This design comes from an exercise in tuning for small area on the open sky130 flow, not from production work.
At most, simulation tests tie the RTL to the original design; equivalence was not proved.
Only the layout flow was run in run 1; the RTL was not checked for function there.
No activity file was given, so power comes from the tool's default toggle rates.

==> flow/design.v (outline; a module is shown in full before it is edited, if it fits) <==
// module HandwashSensor: 745 lines
module HandwashSensor(
    input clk,
    input reset,
    input acceptLeftHandDistance,
    input [15:0] leftHandDistance,
    input acceptLeftHandGain,
    input [7:0] leftHandGain,
    input acceptRightHandDistance,
    input [15:0] rightHandDistance,
    input acceptRightHandGain,
    input [7:0] rightHandGain,
    output waterOn
);
  // ...
==> flow/flow/run.sh <==
#!/bin/bash
# Own layout flow: the standard synthesis, then its combinational logic
# is rebuilt as an explicit gate netlist (flow/mulgen.py: the same adder
# tree as the RTL, with inverted partial products so the full adders chain
# without inverters, and carry-selected test flags), then the standard
# layout steps from floorplan to finish, with buf_1 port buffers and a
# clock tree of clkbuf_4/clkbuf_8 without dummy loads.
set -euo pipefail
BOUNDS=12,16
RES=orfs/results/${FLOW_PLATFORM}/HandwashSensor/base
LIB=${FLOW_HOME}/platforms/${FLOW_PLATFORM}/lib/sky130_fd_sc_hd__tt_025C_1v80.lib
YOSYS=$(command -v yosys || echo "${FLOW_HOME}/../tools/install/yosys/bin/yosys")

bash standard.sh synth > 1_standard_synth.log 2>&1
cp "$RES/1_2_yosys.v" standard_netlist.v
python3 flow/mulgen.py net "$BOUNDS" standard_netlist.v net_pre.v > 2_mulgen.log 2>&1
MAP_LIB="$LIB" MAP_IN=net_pre.v MAP_TOP="$FLOW_TOP" MAP_OUT=net_post.v \
  "$YOSYS" -c flow/map.ys.tcl > 3_map_yosys.log 2>&1
cp net_post.v "$RES/1_2_yosys.v"
rm -f "$RES/1_synth.odb" "$RES/1_synth.sdc"
bash standard.sh finish \
  "BUFFER_PORTS_ARGS=-buffer_cell sky130_fd_sc_hd__buf_1" \
  "CTS_ARGS=-sink_clustering_enable -repair_clock_nets -dont_use_dummy_load -buf_list {sky130_fd_sc_hd__clkbuf_4 sky130_fd_sc_hd__clkbuf_8}" \
  > 4_layout.log 2>&1
==> flow/flow/map.ys.tcl <==
# Map the tail logic of the rewritten netlist; cells already instantiated stay as they are.
set lib $::env(MAP_LIB)
yosys read_liberty -lib $lib
yosys read_verilog $::env(MAP_IN)
yosys hierarchy -check -top $::env(MAP_TOP)
yosys proc
yosys opt -fast
yosys techmap
yosys opt -fast
yosys abc -liberty $lib -dont_use sky130_fd_sc_hd__probe_p_8 -dont_use sky130_fd_sc_hd__probec_p_8 -dont_use sky130_fd_sc_hd__lpflow_* -D 100 mgcar_*
yosys abc -liberty $lib -dont_use sky130_fd_sc_hd__probe_p_8 -dont_use sky130_fd_sc_hd__probec_p_8 -dont_use sky130_fd_sc_hd__lpflow_* -D 7000 $::env(MAP_TOP) mgfin_*
yosys scratchpad -set flatten.separator _
yosys flatten
yosys opt_clean -purge
yosys hilomap -singleton -hicell sky130_fd_sc_hd__conb_1 HI -locell sky130_fd_sc_hd__conb_1 LO
yosys splitnets
yosys opt_clean -purge
yosys stat -liberty $lib
yosys check -assert
yosys write_verilog -noattr -nohex -nodec $::env(MAP_OUT)
==> flow/standard.sh <==
#!/bin/bash
# synth_recipe.tcl (not shown) runs the flow's synth.tcl, then flattens the netlist and writes it again
# the make line also repeats each setting of config.mk as NAME=value (left out here)
make -C /OpenROAD-flow-scripts/flow DESIGN_CONFIG=/design/flow/config.mk WORK_HOME=/design/flow/orfs CLKGATE_MAP_FILE= SYNTH_SCRIPT=/design/flow/synth_recipe.tcl "${@:-finish}"
==> flow/config.mk <==
export PLATFORM = sky130hd
export DESIGN_NAME = HandwashSensor
export DESIGN_NICKNAME = HandwashSensor
export VERILOG_FILES = /design/flow/design.v
export SDC_FILE = /design/flow/constraint.sdc
export NUM_CORES = 4
export LEC_CHECK = 0
export CAP_MARGIN = 20
export CORE_MARGIN = 2
export CORE_UTILIZATION = 40
export GPL_TIMING_DRIVEN = 0
export SLEW_MARGIN = 20
==> flow/constraint.sdc <==
create_clock -name core_clock -period 7.0 [get_ports {clk}]
set_input_delay 1.4000 -clock core_clock [delete_from_list [all_inputs] [get_ports {clk}]]
set_output_delay 1.4000 -clock core_clock [all_outputs]
set_load 0.01 [all_outputs]
Not shown: flow/flow/mulgen.py
==> summary.md, run 1 <==
| Metric | Value |
|---|---|
| Vias in the first global route | `6011` |
| Crit path launch | `rightHandGainHeld[3]$_SDFFE_PP0P_` |
| Worst Path Required | `7.21 ns` |
| Final wirelength | `17500 um` |
| Worst-path maximum fanout | `17` |
| First-pass GRT wire length | `30000 um` |
| Post-CTS Setup Inserts | `0` |
| Cell depth of the worst setup path | `17` |
| Multi-Input Combinational | `603` |
| Most Crowded Layer GR | `met2` |
| Remaining Overflow, GRT | `0` |
| Setup TNS | `0 ns` |
| Layout cells sized above 1 | `2.95%` |
| Met3 wire len | `1170 um` |
| H-Tree Depth | `2` |
| GRT Util Overall | `20.8%` |
| Status | `complete, no violations` |
| Number of DRC markers in iteration 0 | `352` |
| Clk tree area frac | `0.896%` |
| TAP cells | `225` |
| Multi-input gate area | `0.00612 sq mm` |
| Biggest Area Class | `multi-input gates` |
| Initial antenna violation count | `0` |
| CTS clock-pin slew for the worst setup and hold paths | `0.09 ns` |
| Multi-input combinational area share | `79.8%` |
| Met2 Use GR | `34.2%` |
| Die Area | `0.0188 sq mm` |
| Final Hold Fails | `0` |
| Row count | `48` |
| YS warnings | `1` |
| IO Pins | `55` |
| Area of all sequential standard cells | `993 sq um` |
| CP delay by family, top | `adder cells` |
| Fill count | `1684` |
| Unrepaired setup endpoints after global routing | `false` |
| Clock buffers | `5` |
| DP Cell Count | `933` |
| FMAX | `149 MHz` |
| Final Setup Violations | `0` |
| Drt pass-1 iters | `5` |
| Net Sw Power | `286 uW` |
| Clock buffer depth | `2` |
| P&R area growth vs syn | `8.26%` |
==> run 2: changes to the inputs <==
--- a/flow/design.v
+++ b/flow/design.v
@@ -255,32 +255,32 @@
 wire l_c97 = (l_pp_10_1 & l_pp_11_0) | ((l_pp_10_1 | l_pp_11_0) & l_c79);
 wire l_s98 = l_pp_10_1 ^ l_pp_11_0 ^ l_c79;
 wire l_c99 = (l_c81 & l_s94) | ((l_c81 | l_s94) & l_s96);
 wire l_s100 = l_c81 ^ l_s94 ^ l_s96;
 wire l_c101 = (l_c83 & l_c85) | ((l_c83 | l_c85) & l_s98);
 wire l_s102 = l_c83 ^ l_c85 ^ l_s98;
 wire l_c103 = (l_s100 & l_c87) | ((l_s100 | l_c87) & l_s102);
 wire l_s104 = l_s100 ^ l_c87 ^ l_s102;
-wire l_c105 = (l_c89 & l_s104) | ((l_c89 | l_s104) & l_c91);
-wire l_s106 = l_c89 ^ l_s104 ^ l_c91;
+wire l_c105 = l_c89 & l_s104;
+wire l_s106 = l_c89 ^ l_s104;
 wire l_c107 = (l_pp_5_7 & l_pp_6_6) | ((l_pp_5_7 | l_pp_6_6) & l_pp_7_5);
 wire l_s108 = l_pp_5_7 ^ l_pp_6_6 ^ l_pp_7_5;
 wire l_c109 = (l_pp_8_4 & l_pp_9_3) | ((l_pp_8_4 | l_pp_9_3) & l_pp_10_2);
 wire l_s110 = l_pp_8_4 ^ l_pp_9_3 ^ l_pp_10_2;
 wire l_c111 = (l_pp_11_1 & l_pp_12_0) | ((l_pp_11_1 | l_pp_12_0) & l_c93);
 wire l_s112 = l_pp_11_1 ^ l_pp_12_0 ^ l_c93;
 wire l_c113 = (l_c95 & l_s108) | ((l_c95 | l_s108) & l_s110);
 wire l_s114 = l_c95 ^ l_s108 ^ l_s110;
 wire l_c115 = (l_c97 & l_c99) | ((l_c97 | l_c99) & l_s112);
 wire l_s116 = l_c97 ^ l_c99 ^ l_s112;
 wire l_c117 = (l_s114 & l_c101) | ((l_s114 | l_c101) & l_s116);
 wire l_s118 = l_s114 ^ l_c101 ^ l_s116;
-wire l_c119 = l_c103 & l_s118;
-wire l_s120 = l_c103 ^ l_s118;
+wire l_c119 = (l_c103 & l_s118) | ((l_c103 | l_s118) & l_c105);
+wire l_s120 = l_c103 ^ l_s118 ^ l_c105;
 wire l_c121 = (l_pp_6_7 & l_pp_7_6) | ((l_pp_6_7 | l_pp_7_6) & l_pp_8_5);
 wire l_s122 = l_pp_6_7 ^ l_pp_7_6 ^ l_pp_8_5;
 wire l_c123 = (l_pp_9_4 & l_pp_10_3) | ((l_pp_9_4 | l_pp_10_3) & l_pp_11_2);
 wire l_s124 = l_pp_9_4 ^ l_pp_10_3 ^ l_pp_11_2;
 wire l_c125 = (l_pp_12_1 & l_pp_13_0) | ((l_pp_12_1 | l_pp_13_0) & l_c107);
 wire l_s126 = l_pp_12_1 ^ l_pp_13_0 ^ l_c107;
 wire l_c127 = (l_c109 & l_s122) | ((l_c109 | l_s122) & l_s124);
 wire l_s128 = l_c109 ^ l_s122 ^ l_s124;
@@ -366,21 +366,21 @@
 wire l_s208 = l_c197 ^ l_s206 ^ l_c199;
 wire l_c209 = (l_s208 & l_c201) | ((l_s208 | l_c201) & l_c203);
 wire l_s210 = l_s208 ^ l_c201 ^ l_c203;
 wire l_c211 = (l_pp_14_7 & l_pp_15_6) | ((l_pp_14_7 | l_pp_15_6) & l_c205);
 wire l_s212 = l_pp_14_7 ^ l_pp_15_6 ^ l_c205;
 wire l_c213 = (l_s212 & l_c207) | ((l_s212 | l_c207) & l_c209);
 wire l_s214 = l_s212 ^ l_c207 ^ l_c209;
 wire l_s215 = l_pp_15_7 ^ l_c211 ^ l_c213;
-wire [4:0] l_sec0 = {l_s106, l_s92, l_s78, l_s64, l_s50};
-wire l_cin1 = l_c105;
-wire [4:0] l_sec1_sum = {l_s162, l_s148, l_s134, l_s120} + l_cin1;
-wire [3:0] l_sec1 = l_sec1_sum[3:0];
-wire l_cin2 = l_c161 | l_sec1_sum[4];
+wire [3:0] l_sec0 = {l_s92, l_s78, l_s64, l_s50};
+wire l_cin1 = l_c91;
+wire [5:0] l_sec1_sum = {l_s162, l_s148, l_s134, l_s120, l_s106} + l_cin1;
+wire [4:0] l_sec1 = l_sec1_sum[4:0];
+wire l_cin2 = l_c161 | l_sec1_sum[5];
 wire [7:0] l_sec2_sum = {l_s215, l_s214, l_s210, l_s204, l_s196, l_s186, l_s174} + l_cin2;
 wire [6:0] l_sec2 = l_sec2_sum[6:0];
 wire [15:0] lHand = {l_sec2, l_sec1, l_sec0};
 wire l_nonZero = lHand != 16'd0;
 wire l_belowThreshold = lHand < 16'd1500;
 wire r_pp_0_0 = rightHandDistanceHeld[0] & rightHandGainHeld[0];
 wire r_pp_0_1 = rightHandDistanceHeld[0] & rightHandGainHeld[1];
 wire r_pp_0_2 = rightHandDistanceHeld[0] & rightHandGainHeld[2];
@@ -608,32 +608,32 @@
 wire r_c97 = (r_pp_10_1 & r_pp_11_0) | ((r_pp_10_1 | r_pp_11_0) & r_c79);
 wire r_s98 = r_pp_10_1 ^ r_pp_11_0 ^ r_c79;
 wire r_c99 = (r_c81 & r_s94) | ((r_c81 | r_s94) & r_s96);
 wire r_s100 = r_c81 ^ r_s94 ^ r_s96;
 wire r_c101 = (r_c83 & r_c85) | ((r_c83 | r_c85) & r_s98);
 wire r_s102 = r_c83 ^ r_c85 ^ r_s98;
 wire r_c103 = (r_s100 & r_c87) | ((r_s100 | r_c87) & r_s102);
 wire r_s104 = r_s100 ^ r_c87 ^ r_s102;
-wire r_c105 = (r_c89 & r_s104) | ((r_c89 | r_s104) & r_c91);
-wire r_s106 = r_c89 ^ r_s104 ^ r_c91;
+wire r_c105 = r_c89 & r_s104;
+wire r_s106 = r_c89 ^ r_s104;
 wire r_c107 = (r_pp_5_7 & r_pp_6_6) | ((r_pp_5_7 | r_pp_6_6) & r_pp_7_5);
 wire r_s108 = r_pp_5_7 ^ r_pp_6_6 ^ r_pp_7_5;
 wire r_c109 = (r_pp_8_4 & r_pp_9_3) | ((r_pp_8_4 | r_pp_9_3) & r_pp_10_2);
 wire r_s110 = r_pp_8_4 ^ r_pp_9_3 ^ r_pp_10_2;
 wire r_c111 = (r_pp_11_1 & r_pp_12_0) | ((r_pp_11_1 | r_pp_12_0) & r_c93);
 wire r_s112 = r_pp_11_1 ^ r_pp_12_0 ^ r_c93;
 wire r_c113 = (r_c95 & r_s108) | ((r_c95 | r_s108) & r_s110);
 wire r_s114 = r_c95 ^ r_s108 ^ r_s110;
 wire r_c115 = (r_c97 & r_c99) | ((r_c97 | r_c99) & r_s112);
 wire r_s116 = r_c97 ^ r_c99 ^ r_s112;
 wire r_c117 = (r_s114 & r_c101) | ((r_s114 | r_c101) & r_s116);
 wire r_s118 = r_s114 ^ r_c101 ^ r_s116;
-wire r_c119 = r_c103 & r_s118;
-wire r_s120 = r_c103 ^ r_s118;
+wire r_c119 = (r_c103 & r_s118) | ((r_c103 | r_s118) & r_c105);
+wire r_s120 = r_c103 ^ r_s118 ^ r_c105;
 wire r_c121 = (r_pp_6_7 & r_pp_7_6) | ((r_pp_6_7 | r_pp_7_6) & r_pp_8_5);
 wire r_s122 = r_pp_6_7 ^ r_pp_7_6 ^ r_pp_8_5;
 wire r_c123 = (r_pp_9_4 & r_pp_10_3) | ((r_pp_9_4 | r_pp_10_3) & r_pp_11_2);
 wire r_s124 = r_pp_9_4 ^ r_pp_10_3 ^ r_pp_11_2;
 wire r_c125 = (r_pp_12_1 & r_pp_13_0) | ((r_pp_12_1 | r_pp_13_0) & r_c107);
 wire r_s126 = r_pp_12_1 ^ r_pp_13_0 ^ r_c107;
 wire r_c127 = (r_c109 & r_s122) | ((r_c109 | r_s122) & r_s124);
 wire r_s128 = r_c109 ^ r_s122 ^ r_s124;
@@ -719,21 +719,21 @@
 wire r_s208 = r_c197 ^ r_s206 ^ r_c199;
 wire r_c209 = (r_s208 & r_c201) | ((r_s208 | r_c201) & r_c203);
 wire r_s210 = r_s208 ^ r_c201 ^ r_c203;
 wire r_c211 = (r_pp_14_7 & r_pp_15_6) | ((r_pp_14_7 | r_pp_15_6) & r_c205);
 wire r_s212 = r_pp_14_7 ^ r_pp_15_6 ^ r_c205;
 wire r_c213 = (r_s212 & r_c207) | ((r_s212 | r_c207) & r_c209);
 wire r_s214 = r_s212 ^ r_c207 ^ r_c209;
 wire r_s215 = r_pp_15_7 ^ r_c211 ^ r_c213;
-wire [4:0] r_sec0 = {r_s106, r_s92, r_s78, r_s64, r_s50};
-wire r_cin1 = r_c105;
-wire [4:0] r_sec1_sum = {r_s162, r_s148, r_s134, r_s120} + r_cin1;
-wire [3:0] r_sec1 = r_sec1_sum[3:0];
-wire r_cin2 = r_c161 | r_sec1_sum[4];
+wire [3:0] r_sec0 = {r_s92, r_s78, r_s64, r_s50};
+wire r_cin1 = r_c91;
+wire [5:0] r_sec1_sum = {r_s162, r_s148, r_s134, r_s120, r_s106} + r_cin1;
+wire [4:0] r_sec1 = r_sec1_sum[4:0];
+wire r_cin2 = r_c161 | r_sec1_sum[5];
 wire [7:0] r_sec2_sum = {r_s215, r_s214, r_s210, r_s204, r_s196, r_s186, r_s174} + r_cin2;
 wire [6:0] r_sec2 = r_sec2_sum[6:0];
 wire [15:0] rHand = {r_sec2, r_sec1, r_sec0};
 wire r_nonZero = rHand != 16'd0;
 wire r_belowThreshold = rHand < 16'd1500;
 reg waterOnReg;
 always @(posedge clk) begin
     if (reset)
==> flow/flow/run.sh (replaced) <==
#!/bin/bash
# Own layout flow: the standard synthesis, then its combinational logic
# is rebuilt as an explicit gate netlist (flow/mulgen.py: the same adder
# tree as the RTL, with inverted partial products so the full adders chain
# without inverters, and carry-selected test flags), then the standard
# layout steps from floorplan to finish, with buf_1 port buffers and a
# clock tree of clkbuf_4/clkbuf_8 without dummy loads.
set -euo pipefail
BOUNDS=11,16
RES=orfs/results/${FLOW_PLATFORM}/HandwashSensor/base
LIB=${FLOW_HOME}/platforms/${FLOW_PLATFORM}/lib/sky130_fd_sc_hd__tt_025C_1v80.lib
YOSYS=$(command -v yosys || echo "${FLOW_HOME}/../tools/install/yosys/bin/yosys")

bash standard.sh synth > 1_standard_synth.log 2>&1
cp "$RES/1_2_yosys.v" standard_netlist.v
python3 flow/mulgen.py net "$BOUNDS" standard_netlist.v net_pre.v > 2_mulgen.log 2>&1
MAP_LIB="$LIB" MAP_IN=net_pre.v MAP_TOP="$FLOW_TOP" MAP_OUT=net_post.v \
  "$YOSYS" -c flow/map.ys.tcl > 3_map_yosys.log 2>&1
cp net_post.v "$RES/1_2_yosys.v"
rm -f "$RES/1_synth.odb" "$RES/1_synth.sdc"
bash standard.sh finish \
  "BUFFER_PORTS_ARGS=-buffer_cell sky130_fd_sc_hd__buf_1" \
  "CTS_ARGS=-sink_clustering_enable -repair_clock_nets -dont_use_dummy_load -sink_clustering_size 25 -sink_clustering_max_diameter 150 -buf_list {sky130_fd_sc_hd__clkbuf_8}" \
  > 4_layout.log 2>&1
==> run 2 against run 1 <==
Still clean. Critical path depth increased by 2. Count of clock-buffer cells in the layout unchanged. Utilization decreased by 0.15 points. Design area about the same. Setup slack got worse by 0.052 ns. Synthesized area increased by 0.25%. Maximum frequency decreased by 0.77%. Sequential share of layout area decreased by 0.084 points. Sequential power about the same. Register-to-register slack got worse by 0.05 ns. Power about the same. Critical path type unchanged. Largest power group unchanged.
==> summary.md, run 2 <==
| Metric | Value |
|---|---|
| TritonCTS Sinks | `49 (unchanged)` |
| Final GP Congestion | `0.817 (was 0.818)` |
| DP Cell Count | `939 (was 933)` |
| Drt pass-1 iters | `5 (unchanged)` |
| Remaining Overflow, GRT | `0 (unchanged)` |
| Final worst path period need | `6.74 ns (was 6.69 ns)` |
| Starting Density | `41.0% (about the same)` |
| Hold Path Stages | `1 (unchanged)` |
| CP delay by family, top | `adder cells (unchanged)` |
| Worst-path maximum fanout | `17 (unchanged)` |
| Setup TNS | `0 ns (unchanged)` |
| Core area | `0.0174 sq mm (was 0.0173 sq mm)` |
| Initial antenna violation count | `1 (was 0)` |
| Reg-to-Reg End | `waterOnReg$_SDFF_PP0_ (unchanged)` |
| CTS clock-pin slew for the worst setup and hold paths | `0.10 ns (was 0.09 ns)` |
| CTS Hold Bufs | `0 (unchanged)` |
| Hold Path Class | `flop to flop (unchanged)` |
| Most frequent CP cell | `fa_1 (unchanged)` |
| Ant diodes | `0 (unchanged)` |
| Slowest CP cell | `dfxtp_1 (was dfxtp_2)` |
| Number of DRC markers in iteration 0 | `296 (was 352)` |
| GRT Util Overall | `19.9% (was 20.8%)` |
| R2R cell count | `19 (was 17)` |
| Mapped Area | `0.00711 sq mm (was 0.00709 sq mm)` |
| Commonest cells after routing, fill and taps aside | `265 x nand2_1, 202 x fa_1, 54 x buf_1, 48 x a22o_1, 44 x dfxtp_1 (was 257 x nand2_1, 202 x fa_1, 54 x buf_1, 48 x a22o_1, 39 x dfxtp_1)` |
| Post-synth net total | `916 (was 910)` |
| Hold path startpoint | `rightHandDistanceHeld[15]$_SDFFE_PP0P_ (was rightHandDistanceHeld[0]$_SDFFE_PP0P_)` |
| Final Setup Violations | `0 (unchanged)` |
| Leak | `0.00144 uW (was 0.00143 uW)` |
| DRT antenna net count | `0 (unchanged)` |
| Startpoint Class | `flop (unchanged)` |
| Commonest non-fill, non-tap cell in the layout | `nand2_1 (unchanged)` |
| Hold Crit Endpoint | `rightHandDistanceHeld[15]$_SDFFE_PP0P_ (was rightHandDistanceHeld[0]$_SDFFE_PP0P_)` |
| First-pass GRT wire length | `29000 um (was 30000 um)` |
| Hpwl dp | `13700 um (about the same)` |
| Max Cap Viol | `0 (unchanged)` |
| Routed vias/inst | `5.49 (was 5.54)` |
| H-Tree Depth | `2 (unchanged)` |
| Critical path class | `flop to flop (unchanged)` |
| Clock skew | `0.0176 ns (was 0.00965 ns)` |
| Fin. max-slew vios | `0 (unchanged)` |
| Max IR drop VDD | `0.0854 mV (was 0.0799 mV)` |
| Synth Area per Inst | `10.8 sq um (about the same)` |
| Clock latency on the worst-skew pair | `0.33 ns (was 0.32 ns)` |
| Buffers added on ports | `54 (unchanged)` |
| Vias in the first global route | `5912 (was 6011)` |
| Layout cells sized above 1 | `1.95% (was 2.95%)` |
| IO Pins | `55 (unchanged)` |
| Row count | `48 (unchanged)` |
| Top flop regs | `leftHandDistanceHeld: 16 flops, rightHandDistanceHeld: 16 flops (unchanged)` |
| Final wirelength | `17000 um (was 17500 um)` |
| Clock Tree Root | `clkbuf_8 (unchanged)` |
| CP bufs+invs | `0 (unchanged)` |
| Syn Inst Count | `660 (was 654)` |
| Worst-path cell chain | `nand2_1, fa_1, fa_1, fa_1, fa_1, fa_1, or2_1, fa_1, fa_1, fa_1, fa_1, xor2_1, and3_1, and4_1, a21o_1, mux2_1, a21o_1, or2_1, and4b_1 (was nand2_1, fa_1, fa_1, fa_1, fa_1, fa_1, fa_1, or2_1, fa_1, fa_1, fa_1, fa_1, o31ai_2, mux2_1, a21o_1, or2_1, and4b_1)` |
| Hold slack | `0.673 ns (was 0.687 ns)` |
| Crit path DAT | `6.95 ns (was 6.90 ns)` |
| Final Hold Fails | `0 (unchanged)` |
| Avg WL per Cell | `18.0 um (was 18.6 um)` |
| Slew headroom | `34.7% (was 40.9%)` |
| Die Width | `137 um (about the same)` |
| Clock buffer depth | `2 (unchanged)` |
| Power per Cell Area | `98.8 mW/mm^2 (was 98.7 mW/mm^2)` |
| Status | `complete, no violations (unchanged)` |
| Worst Setup End Kind | `flop (unchanged)` |
| Crit path largest cell delay | `0.79 ns (was 0.60 ns)` |
| Die Area | `0.0189 sq mm (was 0.0188 sq mm)` |
| Post-CTS Setup Inserts | `0 (unchanged)` |
| FMAX | `148 MHz (was 149 MHz)` |
| Die Span Y | `137 um (about the same)` |
| YS warnings | `1 (unchanged)` |
| RR Startpoint | `leftHandGainHeld[3]$_SDFFE_PP0P_ (was rightHandGainHeld[3]$_SDFFE_PP0P_)` |
| Final nets | `977 (was 971)` |
| Worst Path Required | `7.21 ns (about the same)` |
| Final Non-Filler Cells | `944 (was 938)` |
| Cell depth of the worst setup path | `19 (was 17)` |
| Unrepaired setup endpoints after global routing | `false (unchanged)` |
| P&R area growth vs syn | `8.01% (was 8.26%)` |
| Num CTS Buffers | `5 (unchanged)` |
| Largest net degree at the start of global routing | `18 (unchanged)` |
| Drt drc | `0 (unchanged)` |
| Vias | `5182 (was 5200)` |
| Worst-Margin Slew | `0.976 ns (was 0.884 ns)` |
| CTS tree | `done (unchanged)` |
| R2r setup slk | `0.26 ns (was 0.31 ns)` |
| Fill count | `1670 (was 1684)` |
| Period utilization | `96.3% (was 95.6%)` |
run 2: per-layer routing:
layer  track usage, %  vias to the layer above  part of all wire [%]
li1                 -                     2258                     -
met1             26.3                     2751                    43
met2             34.3                      153                    50
met3             3.53                       18                   5.3
met4             4.18                        2                   1.1
met5                0                        -                 0.077
run 2: power breakdown:
part / internal, uW / leakage [uW] / total [uW] / switching [uW]
clock: 64.9 / 0.0000359 / 168 / 103
combinational: 109 / 0.000998 / 231 / 122
sequential: 297 / 0.000406 / 360 / 63.4
total: 470 / 0.00144 / 759 / 288
run 2: how the worst max path moves through the flow:
stage,startpoint,endpoint,slack [ns]
2_1_floorplan,leftHandGainHeld[7]$_SDFFE_PP0P_,waterOnReg$_SDFF_PP0_,0.72
3_3_place_gp,leftHandGainHeld[7]$_SDFFE_PP0P_,waterOnReg$_SDFF_PP0_,0.32
3_5_place_dp,leftHandGainHeld[6]$_SDFFE_PP0P_,waterOnReg$_SDFF_PP0_,0.23
4_1_cts,leftHandGainHeld[6]$_SDFFE_PP0P_,waterOnReg$_SDFF_PP0_,0.19
5_1_grt,rightHandGainHeld[6]$_SDFFE_PP0P_,waterOnReg$_SDFF_PP0_,0.003
6_report,leftHandGainHeld[3]$_SDFFE_PP0P_,waterOnReg$_SDFF_PP0_,0.26
run 2: repair_timing:
| action | 4_1_cts | 5_1_grt |
|---|---|---|
| endpoints found under the setup margin | 0 | 1 |
| endpoints found under the hold margin | 0 | 0 |
| gates resized for setup | 0 | 5 |
run 2: cell type report:
type                    instances  area [sq um]  share of cell area, %
well taps                     225           282                   3.67
flip-flops and latches         49           987                   12.9
clock buffers                   5          68.8                  0.896
multi-input cells             611          6140                   79.9
repair buffers                 54           203                   2.64
run 2: worst register-to-register path: stages (launching register included):
cell     delay (ns)
dfxtp_1        0.79
nand2_1        0.19
fa_1           0.50
fa_1           0.41
fa_1           0.49
fa_1           0.40
fa_1           0.43
or2_1          0.25
fa_1           0.38
fa_1           0.39
fa_1           0.40
fa_1           0.39
xor2_1         0.16
and3_1         0.20
and4_1         0.22
a21o_1         0.18
mux2_1         0.29
a21o_1         0.15
or2_1          0.21
and4b_1        0.19
run 2: per-stage QoR:
stage,power (uW),instance area (sq um),setup WS [ns],util (%)
floorplan,514,7110,0.723,-
global placement,586,7590,0.321,43.8
detailed placement,598,7600,0.228,43.8
CTS,769,7670,0.189,44.2
global route,815,7680,0.00330,44.2
finish,759,7680,0.259,44.2
==> run 3: changes to the inputs <==
--- a/flow/flow/run.sh
+++ b/flow/flow/run.sh
@@ -20,5 +20,5 @@
 rm -f "$RES/1_synth.odb" "$RES/1_synth.sdc"
 bash standard.sh finish \
   "BUFFER_PORTS_ARGS=-buffer_cell sky130_fd_sc_hd__buf_1" \
-  "CTS_ARGS=-sink_clustering_enable -repair_clock_nets -dont_use_dummy_load -sink_clustering_size 25 -sink_clustering_max_diameter 150 -buf_list {sky130_fd_sc_hd__clkbuf_8}" \
+  "CTS_ARGS=-sink_clustering_enable -repair_clock_nets -dont_use_dummy_load -sink_clustering_size 50 -sink_clustering_max_diameter 300 -buf_list {sky130_fd_sc_hd__clkbuf_16}" \
   > 4_layout.log 2>&1
==> run 3 against run 2 <==
Register-to-register slack hardly changed. Global-route usage is 0.064 points lower. First-iteration DRC count is 13% lower. Sequential power hardly changed. Die area stayed put. Maximum frequency hardly changed. Utilization is 0.32 points higher. Design area is 0.72% higher. Synthesized cell count stayed put. Non-clock buffer count stayed put. Power is 9.0% higher. Combinational power hardly changed. Critical path type unchanged. Highest routed layer unchanged.
==> summary.md, run 3 <==
| Metric | Value |
|---|---|
| Hpwl dp | `13700 um (unchanged)` |
| Status | `complete, no violations (unchanged)` |
| Worst Path Required | `7.19 ns (was 7.21 ns)` |
| Number of DRC markers in iteration 0 | `257 (was 296)` |
| Top flop regs | `leftHandDistanceHeld: 16 flops, rightHandDistanceHeld: 16 flops (unchanged)` |
| H-Tree Depth | `2 (unchanged)` |
| Post-CTS Resized | `0 (unchanged)` |
| Core area | `0.0174 sq mm (unchanged)` |
| Clock Tree Root | `clkbuf_16 (was clkbuf_8)` |
| IO Pins | `55 (unchanged)` |
| Final Hold Fails | `0 (unchanged)` |
| DR top layer | `met5 (unchanged)` |
| Leak | `0.00147 uW (was 0.00144 uW)` |
| Initial antenna violation count | `1 (unchanged)` |
| Final wirelength | `17000 um (about the same)` |
| Row count | `48 (unchanged)` |
| Syn Inst Count | `660 (unchanged)` |
| Max IR drop VDD | `0.104 mV (was 0.0854 mV)` |
| R2r setup slk | `0.25 ns (was 0.26 ns)` |
| Mapped Area | `0.00711 sq mm (unchanged)` |
| CTS clock-pin slew for the worst setup and hold paths | `0.07 ns (was 0.10 ns)` |
| Fill count | `1661 (was 1670)` |
| Max Cap Viol | `0 (unchanged)` |
| DP Worst Slack | `0.228 ns (unchanged)` |
| Fin. max-slew vios | `0 (unchanged)` |
| P&R area growth vs syn | `8.78% (was 8.01%)` |
| CTS tree | `done (unchanged)` |
| Post-CTS Setup Inserts | `0 (unchanged)` |
| Commonest cells after routing, fill and taps aside | `265 x nand2_1, 202 x fa_1, 54 x buf_1, 48 x a22o_1, 45 x dfxtp_1 (was 265 x nand2_1, 202 x fa_1, 54 x buf_1, 48 x a22o_1, 44 x dfxtp_1)` |
| Final setup margin | `0.255 ns (was 0.259 ns)` |
| Hold slack | `0.671 ns (was 0.673 ns)` |
| Clock skew | `0.0149 ns (was 0.0176 ns)` |
| CTS Hold Bufs | `0 (unchanged)` |
| Drt drc | `0 (unchanged)` |
| Met3 wire len | `942 um (was 902 um)` |
| Final Setup Violations | `0 (unchanged)` |
| Hold Path Class | `flop to flop (unchanged)` |
| First-pass GRT wire length | `29000 um (about the same)` |
| Buffers added on ports | `54 (unchanged)` |
| Crit path DAT | `6.93 ns (was 6.95 ns)` |
| Wl on met1 | `7350 um (was 7390 um)` |
| Synth Area per Inst | `10.8 sq um (unchanged)` |
| Vias | `5192 (was 5182)` |
| Layout cells sized above 1 | `1.81% (was 1.95%)` |
| Setup TNS | `0 ns (unchanged)` |
| YS warnings | `1 (unchanged)` |
| Critical path class | `flop to flop (unchanged)` |
| Clock buffer depth | `2 (unchanged)` |
| Power per Cell Area | `107 mW/mm^2 (was 98.8 mW/mm^2)` |
| Worst Setup End Kind | `flop (unchanged)` |
| Routed vias/inst | `5.50 (was 5.49)` |
| Die Span Y | `137 um (unchanged)` |
| Startpoint Class | `flop (unchanged)` |
| DRT antenna net count | `0 (unchanged)` |
| Vias in the first global route | `5898 (was 5912)` |
| Avg WL per Cell | `18.0 um (about the same)` |
| Drt pass-1 iters | `5 (unchanged)` |
| Final worst path period need | `6.75 ns (was 6.74 ns)` |
| Power after layout | `827 uW (was 759 uW)` |
| Num CTS Buffers | `5 (unchanged)` |
| Ant diodes | `0 (unchanged)` |
| Largest net degree at the start of global routing | `18 (unchanged)` |
| Commonest non-fill, non-tap cell in the layout | `nand2_1 (unchanged)` |
| Slew headroom | `34.5% (was 34.7%)` |
| Unrepaired setup endpoints after global routing | `false (unchanged)` |
| Die Area | `0.0189 sq mm (unchanged)` |
| Worst-path maximum fanout | `17 (unchanged)` |
| Final nets | `977 (unchanged)` |
| TritonCTS Sinks | `49 (unchanged)` |
| Remaining Overflow, GRT | `0 (unchanged)` |
| Die Width | `137 um (unchanged)` |
| WL met2 | `8530 um (was 8500 um)` |
| Post-synth net total | `916 (unchanged)` |
| Clock latency on the worst-skew pair | `0.30 ns (was 0.33 ns)` |
| Final GP Congestion | `0.817 (unchanged)` |
| GRT Util Overall | `19.8% (was 19.9%)` |
| Worst-Margin Slew | `0.978 ns (was 0.976 ns)` |
| Period utilization | `96.4% (was 96.3%)` |
| FMAX | `148 MHz (about the same)` |
| Starting Density | `41.0% (unchanged)` |
==> run 3: routing by layer <==
| metal | track usage (%) | vias up |
|---|---|---|
| li1 | - | 2260 |
| met4 | 3.38 | 2 |
| met3 | 3.46 | 18 |
| met1 | 26.4 | 2756 |
| met2 | 34.5 | 156 |
| met5 | 0 | - |
==> run 3: worst max-delay path, stage by stage, from the launching register on <==
cell and delay [ns]:
dfxtp_1 0.78, nand2_1 0.19, fa_1 0.50, fa_1 0.41
fa_1 0.49, fa_1 0.40, fa_1 0.43, or2_1 0.25
fa_1 0.38, fa_1 0.39, fa_1 0.40, fa_1 0.38
xor2_1 0.16, and3_1 0.20, and4_1 0.22, a21o_1 0.18
mux2_1 0.29, a21o_1 0.15, or2_1 0.21, and4b_1 0.19
==> run 3: path summary, 6_finish.rpt <==
kind | from | to | cells past startpoint
worst max register to register | leftHandGainHeld[3]$_SDFFE_PP0P_ | waterOnReg$_SDFF_PP0_ | 19
worst min-delay path | rightHandDistanceHeld[15]$_SDFFE_PP0P_ | rightHandDistanceHeld[15]$_SDFFE_PP0P_ | 1
worst max-delay path | leftHandGainHeld[3]$_SDFFE_PP0P_ | waterOnReg$_SDFF_PP0_ | 19
worst min register to register | rightHandDistanceHeld[15]$_SDFFE_PP0P_ | rightHandDistanceHeld[15]$_SDFFE_PP0P_ | 1
==> run 3: where the power goes <==
part	total [uW]	internal (uW)	switching, uW
combinational	230	108	122
clock	236	127	109
sequential	361	297	63.5
total	827	533	295
==> run 3: layout make-up <==
cell class | count | area [sq um] | area share (%)
Multi-Input combinational cell | 611 | 6140 | 79.4
Sequential cell | 49 | 986 | 12.7
Tap cell | 225 | 282 | 3.64
Timing Repair Buffer | 54 | 203 | 2.62
Clock buffer | 5 | 125 | 1.62
==> run 3: per-stage QoR <==
step                std cells  util [%]  area [sq um]
floorplan                 660         -          7110
global placement          939      43.8          7590
detailed placement        939      43.8          7600
CTS                       944      44.5          7730
global route              944      44.6          7730
finish                    944      44.6          7730
==> run 4: changes to the inputs <==
--- a/flow/flow/run.sh
+++ b/flow/flow/run.sh
@@ -20,5 +20,5 @@
 rm -f "$RES/1_synth.odb" "$RES/1_synth.sdc"
 bash standard.sh finish \
   "BUFFER_PORTS_ARGS=-buffer_cell sky130_fd_sc_hd__buf_1" \
-  "CTS_ARGS=-sink_clustering_enable -repair_clock_nets -dont_use_dummy_load -sink_clustering_size 50 -sink_clustering_max_diameter 300 -buf_list {sky130_fd_sc_hd__clkbuf_16}" \
+  "CTS_ARGS=-sink_clustering_enable -repair_clock_nets -dont_use_dummy_load -buf_list {sky130_fd_sc_hd__clkbuf_4 sky130_fd_sc_hd__clkbuf_8}" \
   > 4_layout.log 2>&1
==> run 4 against run 3 <==
Sequential share of layout area rose by 0.11 points. Sequential cell count did not move. Maximum frequency barely moved. Utilization fell by 0.32 points. Final cell count did not move. Critical path type unchanged. Clock skew rose by 0.0027 ns. First-iteration DRC count rose by 15%. Largest power group unchanged. Synthesized cell count did not move. Non-clock buffer count did not move. Sequential power barely moved. Register-to-register slack barely moved. Combinational power barely moved.
==> summary.md, run 4 <==
| Metric | Value |
|---|---|
| Status | `complete, no violations (unchanged)` |
| Max Cap Viol | `0 (unchanged)` |
| Power per Cell Area | `98.8 mW/mm^2 (was 107 mW/mm^2)` |
| Ant diodes | `0 (unchanged)` |
| Worst Setup End Kind | `flop (unchanged)` |
| Num CTS Buffers | `5 (unchanged)` |
| Final wirelength | `17000 um (about the same)` |
| Most frequent CP cell | `fa_1 (unchanged)` |
| Initial antenna violation count | `1 (unchanged)` |
| Drt pass-1 iters | `5 (unchanged)` |
| Multi-input gate area | `0.00614 sq mm (unchanged)` |
| P&R area growth vs syn | `8.01% (was 8.78%)` |
| Fin. max-slew vios | `0 (unchanged)` |
| Mapped Area | `0.00711 sq mm (unchanged)` |
| Worst-path cell chain | `nand2_1, fa_1, fa_1, fa_1, fa_1, fa_1, or2_1, fa_1, fa_1, fa_1, fa_1, xor2_1, and3_1, and4_1, a21o_1, mux2_1, a21o_1, or2_1, and4b_1 (unchanged)` |
| YS warnings | `1 (unchanged)` |
| Area of all sequential standard cells | `987 sq um (was 986 sq um)` |
| Buffers added on ports | `54 (unchanged)` |
| Final Hold Fails | `0 (unchanged)` |
| Worst Path Required | `7.21 ns (was 7.19 ns)` |
| GRT Util Overall | `19.9% (was 19.8%)` |
| FMAX | `148 MHz (about the same)` |
| Drt drc | `0 (unchanged)` |
| Vias | `5182 (was 5192)` |
| Hpwl dp | `13700 um (unchanged)` |
| CTS tree | `done (unchanged)` |
| Synth Area per Inst | `10.8 sq um (unchanged)` |
| Final setup margin | `0.259 ns (was 0.255 ns)` |
| Gate power share | `30.4% (was 27.9%)` |
| Leak | `0.00144 uW (was 0.00147 uW)` |
| IO Pins | `55 (unchanged)` |
| Net Sw Power | `288 uW (was 295 uW)` |
| Final nets | `977 (unchanged)` |
| DP Worst Slack | `0.228 ns (unchanged)` |
| Top flop regs | `leftHandDistanceHeld: 16 flops, rightHandDistanceHeld: 16 flops (unchanged)` |
| Clock skew | `0.0176 ns (was 0.0149 ns)` |
| Crit path launch | `leftHandGainHeld[3]$_SDFFE_PP0P_ (unchanged)` |
| First-pass GRT wire length | `29000 um (about the same)` |
| TritonCTS Sinks | `49 (unchanged)` |
| Post-CTS Setup Inserts | `0 (unchanged)` |
| CP endpoint | `waterOnReg$_SDFF_PP0_ (unchanged)` |
| Cell depth of the worst setup path | `19 (unchanged)` |
| Die Area | `0.0189 sq mm (unchanged)` |
| Die Span Y | `137 um (unchanged)` |
| Crit path DAT | `6.95 ns (was 6.93 ns)` |
| Final worst path period need | `6.74 ns (was 6.75 ns)` |
| Routed vias/inst | `5.49 (was 5.50)` |
| Vias in the first global route | `5912 (was 5898)` |
| R2r setup slk | `0.26 ns (was 0.25 ns)` |
| CP bufs+invs | `0 (unchanged)` |
| Syn Inst Count | `660 (unchanged)` |
| RR Startpoint | `leftHandGainHeld[3]$_SDFFE_PP0P_ (unchanged)` |
| Clock Tree Root | `clkbuf_8 (was clkbuf_16)` |
| Slew headroom | `34.7% (was 34.5%)` |
| Setup TNS | `0 ns (unchanged)` |
| Clock buffer depth | `2 (unchanged)` |
| Commonest non-fill, non-tap cell in the layout | `nand2_1 (unchanged)` |
| Max IR drop VDD | `0.0854 mV (was 0.104 mV)` |
| Clock latency on the worst-skew pair | `0.33 ns (was 0.30 ns)` |
| Row count | `48 (unchanged)` |
| Final Setup Violations | `0 (unchanged)` |
| CTS clock-pin slew for the worst setup and hold paths | `0.10 ns (was 0.07 ns)` |
| Reg-to-Reg End | `waterOnReg$_SDFF_PP0_ (unchanged)` |
| Crit path largest cell delay | `0.79 ns (was 0.78 ns)` |
| Layout cells sized above 1 | `1.95% (was 1.81%)` |
| Fill count | `1670 (was 1661)` |
| Sw Ratio | `38.0% (was 35.6%)` |
| Starting Density | `41.0% (unchanged)` |
| Critical path class | `flop to flop (unchanged)` |
| Worst-Margin Slew | `0.976 ns (was 0.978 ns)` |
| Number of DRC markers in iteration 0 | `296 (was 257)` |
| DRT antenna net count | `0 (unchanged)` |
| Largest net degree at the start of global routing | `18 (unchanged)` |
| Portion of total power attributed to sequential cells | `47.5% (was 43.6%)` |
| CP delay by family, top | `adder cells (unchanged)` |
| Worst-path maximum fanout | `17 (unchanged)` |
| Commonest cells after routing, fill and taps aside | `265 x nand2_1, 202 x fa_1, 54 x buf_1, 48 x a22o_1, 44 x dfxtp_1 (was 265 x nand2_1, 202 x fa_1, 54 x buf_1, 48 x a22o_1, 45 x dfxtp_1)` |
| Final GP Congestion | `0.817 (unchanged)` |
| Internal power | `470 uW (was 533 uW)` |
| Startpoint Class | `flop (unchanged)` |
| Core area | `0.0174 sq mm (unchanged)` |
| Avg WL per Cell | `18.0 um (about the same)` |
| Hold Path Class | `flop to flop (unchanged)` |
| Unrepaired setup endpoints after global routing | `false (unchanged)` |
| Clk pwr share | `22.1% (was 28.6%)` |
| H-Tree Depth | `2 (unchanged)` |
| R2R cell count | `19 (unchanged)` |
| Die Width | `137 um (unchanged)` |
| Slowest CP cell | `dfxtp_1 (unchanged)` |
| Remaining Overflow, GRT | `0 (unchanged)` |
| Period utilization | `96.3% (was 96.4%)` |
| Post-synth net total | `916 (unchanged)` |
## run 4: worst min path at each step
stage                                           startpoint                                endpoint  slack (ns)  cells past startpoint
global route         rightHandDistanceHeld[0]$_SDFFE_PP0P_   rightHandDistanceHeld[0]$_SDFFE_PP0P_        0.69                      1
CTS                  rightHandDistanceHeld[0]$_SDFFE_PP0P_   rightHandDistanceHeld[0]$_SDFFE_PP0P_        0.67                      1
detailed placement   rightHandDistanceHeld[0]$_SDFFE_PP0P_   rightHandDistanceHeld[0]$_SDFFE_PP0P_        0.65                      1
finish              rightHandDistanceHeld[15]$_SDFFE_PP0P_  rightHandDistanceHeld[15]$_SDFFE_PP0P_        0.67                      1
global placement     rightHandDistanceHeld[0]$_SDFFE_PP0P_   rightHandDistanceHeld[0]$_SDFFE_PP0P_        0.65                      1
floorplan             leftHandDistanceHeld[0]$_SDFFE_PP0P_    leftHandDistanceHeld[0]$_SDFFE_PP0P_        0.57                      1
## run 4: final cells by class
cell class / instances / area share, %
sequential: 49 / 12.9
timing repair buffer: 54 / 2.64
clock buffer: 5 / 0.896
multi-input combinational: 611 / 79.9
tap: 225 / 3.67
## run 4: worst register-to-register path: stages (launching register included)
cell     delay (ns)
dfxtp_1        0.79
nand2_1        0.19
fa_1           0.50
fa_1           0.41
fa_1           0.49
fa_1           0.40
fa_1           0.43
or2_1          0.25
fa_1           0.38
fa_1           0.39
fa_1           0.40
fa_1           0.39
xor2_1         0.16
and3_1         0.20
and4_1         0.22
a21o_1         0.18
mux2_1         0.29
a21o_1         0.15
or2_1          0.21
and4b_1        0.19
## run 4: power groups by stage
stage / Sequential, uW / Combinational (uW) / Clock, uW
after floorplan: 339 / 175 / 0
after global placement: 364 / 221 / 0
after detailed placement: 366 / 232 / 0
after CTS: 359 / 233 / 177
after global routing: 366 / 265 / 184
final: 360 / 231 / 168
## run 4: routing by layer
| layer | GRT usage (%) | up-vias | routed length [um] |
|---|---|---|---|
| met5 | 0 | - | 13 |
| met1 | 26.3 | 2751 | 7390 |
| li1 | - | 2258 | - |
| met3 | 3.53 | 18 | 902 |
| met2 | 34.3 | 153 | 8500 |
| met4 | 4.18 | 2 | 189 |
## run 4: metrics by stage
stage / instance area [sq um] / utilization, % / hold slack (ns) / total power, uW / std cells
floorplan: 7110 / - / 0.566 / 514 / 660
global route: 7680 / 44.2 / 0.694 / 815 / 944
finish: 7680 / 44.2 / 0.673 / 759 / 944
detailed placement: 7600 / 43.8 / 0.654 / 598 / 939
global placement: 7590 / 43.8 / 0.648 / 586 / 939
CTS: 7670 / 44.2 / 0.670 / 769 / 944
## run 4: repair_timing
item                       CTS  global route
gates resized for setup      0             5
hold buffers                 0             0
setup endpoints to repair    0             1

-- re-timing with driven ports --
Ports are ideal in the flow. The routed layouts listed here were re-timed in OpenROAD. Step 1 (the two cells are an assumption about what drives the block):
set clk [get_ports {clk}]
set_driving_cell -lib_cell sky130_fd_sc_hd__clkbuf_16 $clk
set_driving_cell -lib_cell sky130_fd_sc_hd__buf_2 [delete_from_list [all_inputs] $clk]
Step 2 moves the port delays by t, midway between the first and last clock arrival at a register: inputs arrive t later, outputs are due t later. That takes back most of the time a late clock gives input paths. Slacks: ideal ports / drivers / drivers and shift; pairs: ideal ports / drivers.
run	t, ns	setup WS [ns]	latest minus earliest clock arrival (ns)	slew at the worst register clock pin (ns)
run 1	0.345	0.310 / 0.310 / 0.310	0.013 / 0.013	0.09 / 0.09
run 2	0.353	0.259 / 0.259 / 0.259	0.018 / 0.018	0.10 / 0.10
run 3	0.334	0.255 / 0.255 / 0.255	0.015 / 0.015	0.07 / 0.07
run 4	0.353	0.259 / 0.259 / 0.259	0.018 / 0.018	0.10 / 0.10
After both steps setup and hold are still met in every run listed.
